Background: an optimization exercise with open tools, aiming at small area. Do not read the settings as production practice. At most, simulation tests tie the RTL to the original design; equivalence was not proved. Power figures rest on the tool's default switching activity, not on a simulated workload.

// conv2D_int16
module conv2D_int16(
    input wire  M_AXIS_ACLK,
    input wire  M_AXIS_ARESETN,
    input wire  S_AXIS_ACLK,
    input wire  S_AXIS_ARESETN,
    output wire  M_AXIS_TVALID,
    output wire [15:0] M_AXIS_TDATA,
    output wire [1:0] M_AXIS_TKEEP,
    output wire  M_AXIS_TLAST,
    input wire  M_AXIS_TREADY,
    output wire  S_AXIS_TREADY,
    input wire [15:0] S_AXIS_TDATA,
    input wire [1:0] S_AXIS_TKEEP,
    input wire  S_AXIS_TLAST,
    input wire  S_AXIS_TVALID
    );
    localparam IDLE = 3'b000, FILTER = 3'b001, DRAIN = 3'b010, STREAM = 3'b011,
               FILL0 = 3'b100, FILL3 = 3'b111;
    reg [2:0] state;
    reg [1:0] row;       
    wire RX = M_AXIS_TREADY && S_AXIS_TVALID;
    wire s_load   = state[2:1] == 2'b00;                 
    wire s_idle   = state == IDLE;
    wire s_fill   = state[2];
    wire s_stream = state == STREAM;
    wire s_drain  = state == DRAIN;
    wire ph0 = row == 2'd0;
    wire ph1 = row == 2'd1;
    wire ph2 = row == 2'd2;
    wire take = (s_fill || s_stream) && RX;          
    wire pad  = s_drain && !ph2;                     
    wire adv  = take || pad;                         
    assign S_AXIS_TREADY = M_AXIS_TREADY;
    assign M_AXIS_TKEEP  = 2'b11;
    assign M_AXIS_TLAST  = s_drain;
    assign M_AXIS_TVALID = ph2 && (s_drain || (s_stream && S_AXIS_TVALID));
    reg [15:0] f [0:8];
    integer i;
    always @(posedge S_AXIS_ACLK) begin
        if (s_load && RX) begin
            f[0] <= S_AXIS_TDATA;
            for (i = 1; i < 9; i = i + 1) f[i] <= f[i-1];
        end
    end
    wire [15:0] cA = ({16{ph0}} & f[2]) | ({16{ph1}} & f[5]) | ({16{ph2}} & f[8]);  
    wire [15:0] cB = ({16{ph0}} & f[1]) | ({16{ph1}} & f[4]) | ({16{ph2}} & f[7]);  
    wire [15:0] cC = ({16{ph0}} & f[0]) | ({16{ph1}} & f[3]) | ({16{ph2}} & f[6]);  
    wire [15:0] x = S_AXIS_TDATA & {16{take}};
    wire [16:0] xe = {x, 1'b0};
    wire [7:0] one, two, neg;
    genvar k;
    generate for (k = 0; k < 8; k = k + 1) begin : enc
        assign one[k] = xe[2*k] ^ xe[2*k+1];
        assign two[k] = (xe[2*k+2] & ~xe[2*k+1] & ~xe[2*k]) | (~xe[2*k+2] & xe[2*k+1] & xe[2*k]);
        assign neg[k] = xe[2*k+2];
    end endgenerate
    reg [15:0] O, P0, P1, P2;
    wire [15:0] sA, sB, sC;
    mac16 mA (.one(one), .two(two), .neg(neg), .c(cA), .acc(P0), .y(sA));
  ...
Size: roughly 1,300 cells after synthesis, about 46 I/O pins, roughly 0.016 mm² of cells after synthesis.
==> flow/config.mk <==
export PLATFORM = sky130hd
export DESIGN_NAME = conv2D_int16
export DESIGN_NICKNAME = conv2D_int16
export VERILOG_FILES = /design/flow/design.v
export SDC_FILE = /design/flow/constraint.sdc
export NUM_CORES = 4
export LEC_CHECK = 0
export CAP_MARGIN = 20
export CORE_MARGIN = 2
export CORE_UTILIZATION = 45
export CTS_BUF_LIST = sky130_fd_sc_hd__clkbuf_8
export CTS_CLUSTER_DIAMETER = 60
export CTS_CLUSTER_SIZE = 14
export GPL_TIMING_DRIVEN = 1
export PLACE_DENSITY = 0.6
export SLEW_MARGIN = 20
export SYNTH_HIERARCHICAL = 1
export SYNTH_MINIMUM_KEEP_SIZE = 0
==> flow/constraint.sdc <==
create_clock -name core_clock -period 16.0 [get_ports {S_AXIS_ACLK}]
set_input_delay 3.2000 -clock core_clock [delete_from_list [all_inputs] [get_ports {S_AXIS_ACLK}]]
set_output_delay 3.2000 -clock core_clock [all_outputs]
set_load 0.01 [all_outputs]
standard.sh (not shown) runs the stock make flow with config.mk's settings and CLKGATE_MAP_FILE= SYNTH_SCRIPT=/design/flow/synth_recipe.tcl, a recipe that flattens the netlist after the stock synthesis.
==> flow/flow/run.sh <==
#!/bin/bash
set -euo pipefail
here=$(pwd)
bash standard.sh \
  "POST_FLOORPLAN_TCL=$here/flow/downsize.tcl" \
  "GPL_KEEP_OVERFLOW=0.25" \
  "BUFFER_PORTS_ARGS=-buffer_cell sky130_fd_sc_hd__buf_1" \
  "CTS_ARGS=-sink_clustering_enable -repair_clock_nets -sink_clustering_size 8 -sink_clustering_max_diameter 40 -buf_list sky130_fd_sc_hd__clkbuf_4 -dont_use_dummy_load" \
  finish > standard.log 2>&1
Other scripts of this flow, unchanged in this note and not shown: flow/flow/downsize.tcl
Then changed:
==> flow/flow/run.sh (replaced) <==
#!/bin/bash
set -euo pipefail
here=$(pwd)
bash standard.sh \
  "POST_FLOORPLAN_TCL=$here/flow/downsize.tcl" \
  "BUFFER_PORTS_ARGS=-buffer_cell sky130_fd_sc_hd__buf_1" \
  "CTS_ARGS=-sink_clustering_enable -repair_clock_nets -sink_clustering_size 16 -sink_clustering_max_diameter 100 -buf_list sky130_fd_sc_hd__clkbuf_8 -dont_use_dummy_load" \
  finish > standard.log 2>&1
- count of clock-buffer cells in the layout went down by 22
- hold slack improves by 0.017 ns
- wire length went down by about 2%
- sequential share of layout area went up by 0.13 points
- cell area went down by about 0.44%
- die area does not change
- power went down by about 0.33%
- utilization went down by 0.21 points
- worst setup slack degrades by 0.12 ns
Then changed:
==> flow/flow/run.sh (replaced) <==
#!/bin/bash
set -euo pipefail
here=$(pwd)
bash standard.sh \
  "POST_FLOORPLAN_TCL=$here/flow/downsize.tcl" \
  "BUFFER_PORTS_ARGS=-buffer_cell sky130_fd_sc_hd__buf_1" \
  "CTS_ARGS=-sink_clustering_enable -repair_clock_nets -sink_clustering_size 8 -sink_clustering_max_diameter 40 -buf_list sky130_fd_sc_hd__clkbuf_4 -dont_use_dummy_load" \
  finish > standard.log 2>&1
The changed run completed without violations; via count climbs by about 1.6%; design area rose by 0.41%; global-route usage came out higher by 0.13 points; area after synthesis does not change; routed wire length fell by about 0.35%; clock power is higher by about 10%; cell count rises by 1.4%; synthesized cell count does not change.
No run of this note included a check of the RTL's function; only the layout flow was run.

run A:
Another version of the RTL of conv2D_int16 (not shown whole).
Size in the first run: about 1300 cells after synthesis, roughly 210 flip-flops, roughly 46 I/O pins, roughly 0.016 mm² of cells after synthesis.
==> flow/design.v (excerpt) <==
module conv2D_int16(
    input wire  M_AXIS_ACLK,
    input wire  M_AXIS_ARESETN,
    input wire  S_AXIS_ACLK,
    input wire  S_AXIS_ARESETN,
    output wire  M_AXIS_TVALID,
    output wire [15:0] M_AXIS_TDATA,
    output wire [1:0] M_AXIS_TKEEP,
    output wire  M_AXIS_TLAST,
    input wire  M_AXIS_TREADY,
    output wire  S_AXIS_TREADY,
    input wire [15:0] S_AXIS_TDATA,
    input wire [1:0] S_AXIS_TKEEP,
    input wire  S_AXIS_TLAST,
    input wire  S_AXIS_TVALID
    );
    localparam IDLE = 3'b000, FILTER = 3'b001, DRAIN = 3'b010, STREAM = 3'b011,
               FILL0 = 3'b100, FILL3 = 3'b111;
    reg [2:0] state;
    reg [1:0] row;       
    wire RX = M_AXIS_TREADY && S_AXIS_TVALID;
    wire s_load   = state[2:1] == 2'b00;                 
    wire s_idle   = state == IDLE;
    wire s_fill   = state[2];
    wire s_stream = state == STREAM;
    wire s_drain  = state == DRAIN;
    wire ph1 = row[0];
    wire ph2 = row[1];
    wire ph0 = !(row[0] || row[1]);
    wire take = (s_fill || s_stream) && RX;          
    wire pad  = s_drain && !ph2;                     
    wire adv  = take || pad;                         
    assign S_AXIS_TREADY = M_AXIS_TREADY;
    assign M_AXIS_TKEEP  = 2'b11;
    assign M_AXIS_TLAST  = s_drain;
    assign M_AXIS_TVALID = ph2 && (s_drain || (s_stream && S_AXIS_TVALID));
    reg [15:0] f [0:8];
    integer i;
    always @(posedge S_AXIS_ACLK) begin
        if (s_load && RX) begin
            f[0] <= S_AXIS_TDATA;
            for (i = 1; i < 9; i = i + 1) f[i] <= f[i-1];
        end
    end
    wire [15:0] cA = ({16{ph0}} & f[2]) | ({16{ph1}} & f[5]) | ({16{ph2}} & f[8]);  
    wire [15:0] cB = ({16{ph0}} & f[1]) | ({16{ph1}} & f[4]) | ({16{ph2}} & f[7]);  
    wire [15:0] cC = ({16{ph0}} & f[0]) | ({16{ph1}} & f[3]) | ({16{ph2}} & f[6]);  
    wire [15:0] x = S_AXIS_TDATA;
    wire [16:0] xe = {x, 1'b0};
    wire [7:0] one, two, neg;
    genvar k;
    generate for (k = 0; k < 8; k = k + 1) begin : enc
        assign one[k] = take & (xe[2*k] ^ xe[2*k+1]);
        assign two[k] = take & ((xe[2*k+2] & ~xe[2*k+1] & ~xe[2*k]) | (~xe[2*k+2] & xe[2*k+1] & xe[2*k]));
        assign neg[k] = xe[2*k+2];
    end endgenerate
    wire negpar = ^neg;    
    reg [15:0] O, P0, P1, P2;
    wire [15:0] sA, sB, sC;
    mac16 mA (.one(one), .two(two), .neg(neg), .negpar(negpar), .c(cA), .acc(P0), .y(sA));
  ...
clock: 16.0 ns
lec_check: 0
cap_margin: 20
core_margin: 2
core_utilization: 45
cts_buf_list: sky130_fd_sc_hd__clkbuf_8
cts_cluster_diameter: 60
cts_cluster_size: 14
gpl_timing_driven: 1
place_density: 0.6
slew_margin: 20
synth_hierarchical: 1
synth_minimum_keep_size: 0
==> flow/flow/run.sh <==
#!/bin/bash
set -euo pipefail
here=$(pwd)
bash standard.sh \
  "POST_FLOORPLAN_TCL=$here/flow/downsize.tcl" \
  "BUFFER_PORTS_ARGS=-buffer_cell sky130_fd_sc_hd__buf_1" \
  "CTS_ARGS=-sink_clustering_enable -repair_clock_nets -sink_clustering_size 16 -sink_clustering_max_diameter 70 -buf_list sky130_fd_sc_hd__clkbuf_8 -dont_use_dummy_load" \
  finish > standard.log 2>&1
Other scripts of this flow, unchanged in this note and not shown: flow/flow/downsize.tcl
diff inputs: run A => run B
==> flow/flow/run.sh <==
#!/bin/bash
set -euo pipefail
here=$(pwd)
bash standard.sh \
  "POST_FLOORPLAN_TCL=$here/flow/downsize.tcl" \
  "BUFFER_PORTS_ARGS=-buffer_cell sky130_fd_sc_hd__buf_1" \
  "CTS_ARGS=-sink_clustering_enable -repair_clock_nets -sink_clustering_size 16 -sink_clustering_max_diameter 100 -buf_list sky130_fd_sc_hd__clkbuf_8 -dont_use_dummy_load" \
  finish > standard.log 2>&1
Findings:
Relative to run A, the proportion of power drawn by combinational gates of run B is higher by 0.6 points.
Compared to run A, run B has proportion of power drawn by the clock network 0.7 points lower.
Compared with run A, in run B highest ir drop seen on vdd increased about 0.9%; total number of clock tree sinks has remained practically unchanged; total vias in the final route down 60.
Compared run A against run B; overall routed net length within noise.
From run A to run B the numbers moved as follows: combinational cell power barely changed; wire length of the first global-routing pass has remained practically unchanged; worst setup slack down 8.9 ps; final cell area excluding filler cells down 69 µm².
Comparing run A and run B, the lower overall power was measured on run B.
Setup changes, run B to run C
==> flow/flow/run.sh <==
#!/bin/bash
set -euo pipefail
here=$(pwd)
bash standard.sh \
  "POST_FLOORPLAN_TCL=$here/flow/downsize.tcl" \
  "BUFFER_PORTS_ARGS=-buffer_cell sky130_fd_sc_hd__buf_1" \
  "CTS_ARGS=-sink_clustering_enable -repair_clock_nets -sink_clustering_size 14 -sink_clustering_max_diameter 100 -buf_list sky130_fd_sc_hd__clkbuf_8 -dont_use_dummy_load" \
  finish > standard.log 2>&1
--- outcome ---
- Lower met1 routing resource usage after global routing among run B and run C: run B
- Between run C and run B, the routed wire length figures differ only marginally.
- As far as synthesized cell count goes, run B and run C are indistinguishable; the numbers are identical.
- Re detailed route wirelength on metal2: run C is 1.6% up on run B.
- The power in combinational cells was comparable across run B and run C.
- Of the two candidates, run B has the better minimum period implied by the final worst setup slack and run C the worse one.
- Between run C and run B, the static leakage power does not differ in any meaningful way.
--- input diff run C..run D ---
==> flow/flow/run.sh <==
#!/bin/bash
set -euo pipefail
here=$(pwd)
bash standard.sh \
  "POST_FLOORPLAN_TCL=$here/flow/downsize.tcl" \
  "BUFFER_PORTS_ARGS=-buffer_cell sky130_fd_sc_hd__buf_1" \
  "CTS_ARGS=-sink_clustering_enable -repair_clock_nets -sink_clustering_size 15 -sink_clustering_max_diameter 100 -buf_list sky130_fd_sc_hd__clkbuf_8 -dont_use_dummy_load" \
  finish > standard.log 2>&1
==> comparison <==
- Run D and run C ended up with roughly the same final non-filler cell total.
- Wire length on met1 was higher in run D than in run C.
- Between run C and run D, the difference in final standard cell area without fillers is negligible.
- Diff run D..run C | worst-case clock buffer depth | unchanged
- ~same proportion of cell area spent on the clock network in run C and run D
- Compare run C and run D | clock power lower: run D
- Delta (run D minus run C): fraction of power consumed by the clock network about even; shortest clock period the worst path allows after layout now smaller.
- Diff run D..run C | power density over the cells | negligible
- The worst-case setup margin in the final layout of run D is higher than that of run C.

## wip/sierra
conv2D_int16, a different RTL version from the one above (not shown whole).
Size in the first run: ~1300 cells after synthesis, ~46 I/O pins.
## conv2D_int16
module conv2D_int16(
    input wire  M_AXIS_ACLK,
    input wire  M_AXIS_ARESETN,
    input wire  S_AXIS_ACLK,
    input wire  S_AXIS_ARESETN,
    output wire  M_AXIS_TVALID,
    output wire [15:0] M_AXIS_TDATA,
    output wire [1:0] M_AXIS_TKEEP,
    output wire  M_AXIS_TLAST,
    input wire  M_AXIS_TREADY,
    output wire  S_AXIS_TREADY,
    input wire [15:0] S_AXIS_TDATA,
    input wire [1:0] S_AXIS_TKEEP,
    input wire  S_AXIS_TLAST,
    input wire  S_AXIS_TVALID
    );
    localparam IDLE = 3'd0, FILTER = 3'd1, FILL = 3'd2, STREAM = 3'd3, DRAIN = 3'd4;
    reg [2:0] state;
    reg [1:0] row;       
    reg [1:0] col;       
    wire RX = M_AXIS_TREADY && S_AXIS_TVALID;
    wire s_idle   = state == IDLE;
    wire s_filter = state == FILTER;
    wire s_fill   = state == FILL;
    wire s_stream = state == STREAM;
    wire s_drain  = state == DRAIN;
    wire ph0 = row == 2'd0;
    wire ph1 = row == 2'd1;
    wire ph2 = row == 2'd2;
    wire take = (s_fill || s_stream) && RX;          
    wire pad  = s_drain && !ph2;                     
    wire adv  = take || pad;                         
    assign S_AXIS_TREADY = M_AXIS_TREADY;
    assign M_AXIS_TKEEP  = 2'b11;
    assign M_AXIS_TLAST  = s_drain;
    assign M_AXIS_TVALID = ph2 && (s_drain || (s_stream && S_AXIS_TVALID));
    reg [15:0] f [0:8];
    integer i;
    always @(posedge S_AXIS_ACLK) begin
        if ((s_idle || s_filter) && RX) begin
            f[0] <= S_AXIS_TDATA;
            for (i = 1; i < 9; i = i + 1) f[i] <= f[i-1];
        end
    end
    wire [15:0] cA = ({16{ph0}} & f[2]) | ({16{ph1}} & f[5]) | ({16{ph2}} & f[8]);  
    wire [15:0] cB = ({16{ph0}} & f[1]) | ({16{ph1}} & f[4]) | ({16{ph2}} & f[7]);  
    wire [15:0] cC = ({16{ph0}} & f[0]) | ({16{ph1}} & f[3]) | ({16{ph2}} & f[6]);  
    wire [15:0] x = S_AXIS_TDATA & {16{take}};
    wire [16:0] xe = {x, 1'b0};
    wire [7:0] one, two, neg;
    genvar k;
    generate for (k = 0; k < 8; k = k + 1) begin : enc
        assign one[k] = xe[2*k] ^ xe[2*k+1];
        assign two[k] = (xe[2*k+2] & ~xe[2*k+1] & ~xe[2*k]) | (~xe[2*k+2] & xe[2*k+1] & xe[2*k]);
        assign neg[k] = xe[2*k+2] & ~(xe[2*k+1] & xe[2*k]);
    end endgenerate
    reg [15:0] O, P0, P1, P2;
    wire [15:0] sA, sB, sC;
    mac16 mA (.one(one), .two(two), .neg(neg), .c(cA), .acc(P0), .y(sA));
  ...
make LEC_CHECK=0 CAP_MARGIN=0 CORE_MARGIN=2 CORE_UTILIZATION=45 CTS_BUF_LIST=sky130_fd_sc_hd__clkbuf_8 GPL_TIMING_DRIVEN=1 PLACE_DENSITY=0.6 SLEW_MARGIN=0 SYNTH_HIERARCHICAL=1 SYNTH_MINIMUM_KEEP_SIZE=0 finish   # period 16.0 ns
run.sh (not shown) runs the stock make flow with config.mk's settings and CLKGATE_MAP_FILE= SYNTH_SCRIPT=/design/flow/synth_recipe.tcl, a recipe that flattens the netlist after the stock synthesis.
Stock flow here: none of the scripts above is used.
For wip/zinc, these inputs were changed with respect to wip/sierra:
- CAP_MARGIN now 20, was 0
- SLEW_MARGIN now 20, was 0
- CORE_UTILIZATION now 65, was 45
- CTS_CLUSTER_DIAMETER now 60, previously not set
- CTS_CLUSTER_SIZE now 14, previously not set
- PLACE_DENSITY now 0.8, was 0.6
==> flow/flow/run.sh (new file) <==
#!/bin/bash
set -euo pipefail
bash standard.sh "BUFFER_PORTS_ARGS=-buffer_cell sky130_fd_sc_hd__buf_1" finish > standard.log 2>&1
==> flow/standard.sh (new file) <==
#!/bin/bash
# synth_recipe.tcl (not shown) runs the flow's synth.tcl, then flattens the netlist and writes it again
# the make line also repeats each setting of config.mk as NAME=value (left out here)
make -C /OpenROAD-flow-scripts/flow DESIGN_CONFIG=/design/flow/config.mk WORK_HOME=/design/flow/orfs CLKGATE_MAP_FILE= SYNTH_SCRIPT=/design/flow/synth_recipe.tcl "${@:-finish}"
removed: flow/run.sh
Notes after the runs:
- Delta (wip/zinc minus wip/sierra): met1 global-route usage rose by 12 points; share of final layout cell area taken by non-clock buffers decreased 1.5 points.
- Higher post-place setup slack was reported by wip/zinc, not wip/sierra.
- Starting density of the core up 21 points in wip/zinc wrt wip/sierra
- Count of clock-buffer cells in the layout (wip/zinc / wip/sierra): 0.56
The inputs of wip/yarrow differ from those of wip/zinc as listed below.
- swapping 65 for 45 in CORE_UTILIZATION
- swapping 0.8 for 0.6 in PLACE_DENSITY
==> flow/flow/run.sh <==
#!/bin/bash
set -euo pipefail
bash standard.sh \
  "BUFFER_PORTS_ARGS=-buffer_cell sky130_fd_sc_hd__buf_1" \
  "CTS_ARGS=-sink_clustering_enable -repair_clock_nets -sink_clustering_size 14 -sink_clustering_max_diameter 60 -buf_list sky130_fd_sc_hd__clkbuf_8 -dont_use_dummy_load" \
  finish > standard.log 2>&1
## What came out
- wip/yarrow | status: complete | timing, DRC, antenna: pass
- Comparing wip/zinc against wip/yarrow, there is no change at all in fraction of registers with async set or reset after synthesis.
- STATUS maximum frequency: wip/yarrow wins against wip/zinc
- [compare] base=wip/zinc new=wip/yarrow: combined area of the multi-input logic cells closely matched the old numbers, tapcell count increased by 138 relative to the old numbers, total track usage decreased by 8.5 points relative to the old numbers, total power decreased by 3.6% relative to the old numbers.
- Comparing wip/yarrow and wip/zinc, wire length reported by the detailed router is lower on wip/zinc.
- Transition time at the pin with the least slew margin in wip/yarrow vs wip/zinc: down 0.025 ns
Setup changes, wip/yarrow to wip/harbor
- a deleted CTS_CLUSTER_DIAMETER that had been 60
- a deleted CTS_CLUSTER_SIZE that had been 14
==> flow/flow/run.sh <==
#!/bin/bash
set -euo pipefail
bash standard.sh "BUFFER_PORTS_ARGS=-buffer_cell sky130_fd_sc_hd__buf_1" finish > standard.log 2>&1
--- outcome ---
Arrival time of data at the critical path endpoint essentially unchanged between wip/harbor and wip/yarrow.
wip/harbor vs wip/yarrow, slack of the worst reg-to-reg path went up by 0.05 ns.
Ratio of total power to cell area ended up 14% higher on wip/harbor than on wip/yarrow.
Global-route usage (lower): wip/yarrow
Compared with wip/yarrow, wip/harbor has extra setup slack.
wip/harbor does worse than wip/yarrow on clock power.
Leakage power figure: wip/harbor higher than wip/yarrow
[inputs] wip/amber vs wip/harbor
- CTS_CLUSTER_DIAMETER now 60, previously not set
- GPL_TIMING_DRIVEN no longer set, was 1
- CTS_CLUSTER_SIZE now 14, previously not set
==> flow/run.sh (new file) <==
#!/bin/bash
# synth_recipe.tcl (not shown) runs the flow's synth.tcl, then flattens the netlist and writes it again
# the make line also repeats each setting of config.mk as NAME=value (left out here)
make -C /OpenROAD-flow-scripts/flow DESIGN_CONFIG=/design/flow/config.mk WORK_HOME=/design/flow/orfs CLKGATE_MAP_FILE= SYNTH_SCRIPT=/design/flow/synth_recipe.tcl finish
removed: flow/flow/run.sh
removed: flow/standard.sh
Findings:
In the tables for wip/harbor and wip/amber, placed instance count reads higher with wip/amber.
From wip/harbor to wip/amber the numbers moved as follows: instance area after placement picked up an extra about 1.7%; final worst slack lost 0.12 ns.
### wip/amber -> wip/cedar
- changing CTS_CLUSTER_SIZE from 14 to 30
- setting GPL_TIMING_DRIVEN to 1 for the first time
- removing CTS_CLUSTER_DIAMETER (formerly 60)
- changing CTS_BUF_LIST from sky130_fd_sc_hd__clkbuf_8 to sky130_fd_sc_hd__clkbuf_4
Findings:
wip/cedar went all the way through the flow, and no timing, DRC or antenna check failed.
From wip/amber to wip/cedar, per-instance average area after synthesis did not move at all.
Looking at cell area, wip/cedar sits 1.7% higher than wip/amber does.
Time the worst path needs with I/O delays and setup was lower in wip/cedar than in wip/amber.

[port drivers added, routing unchanged]
In the flow no input, the clock included, has a driving cell. The finished layouts below were timed again as built, in two steps. Step 1, drivers: a clkbuf_16 drives S_AXIS_ACLK and a buf_2 each remaining input, both assumed. Step 2 times the ports against the registers' clock, not the clock port: input delays grow and output delays shrink by t, the midpoint of the rising clock arrivals with the driver on. Three values: no drivers, after step 1, after step 2; two values: the first two.
run | t (ns) | setup slack, ns | worst data-port slew with drivers (ns)
the first run of note 1 | 0.695 | 3.703 / 3.733 / 3.038 | 0.06
the second run of note 1 | 0.595 | 3.581 / 3.612 / 3.017 | 0.05
the third run of note 1 | 0.704 | 3.688 / 3.713 / 3.009 | 0.04
run A | 0.599 | 4.448 / 4.477 / 3.878 | 0.03
run B | 0.593 | 4.440 / 4.469 / 3.877 | 0.03
run C | 0.586 | 4.417 / 4.445 / 3.859 | 0.03
run D | 0.592 | 4.463 / 4.492 / 3.900 | 0.03
wip/sierra | 0.651 | 3.553 / 3.579 / 2.927 | 0.04
wip/zinc | 0.593 | 3.578 / 3.600 / 3.007 | 0.05
wip/yarrow | 0.627 | 3.630 / 3.656 / 3.028 | 0.04
wip/harbor | 0.645 | 3.677 / 3.698 / 3.054 | 0.04
wip/amber | 0.638 | 3.552 / 3.576 / 2.938 | 0.04
wip/cedar | 0.785 | 3.692 / 3.712 / 2.927 | 0.04
After both steps every run listed still meets setup and hold. The setup slack of wip/cedar, which loses most, moves by +0.020 ns with the drivers and by -0.765 ns with both steps.
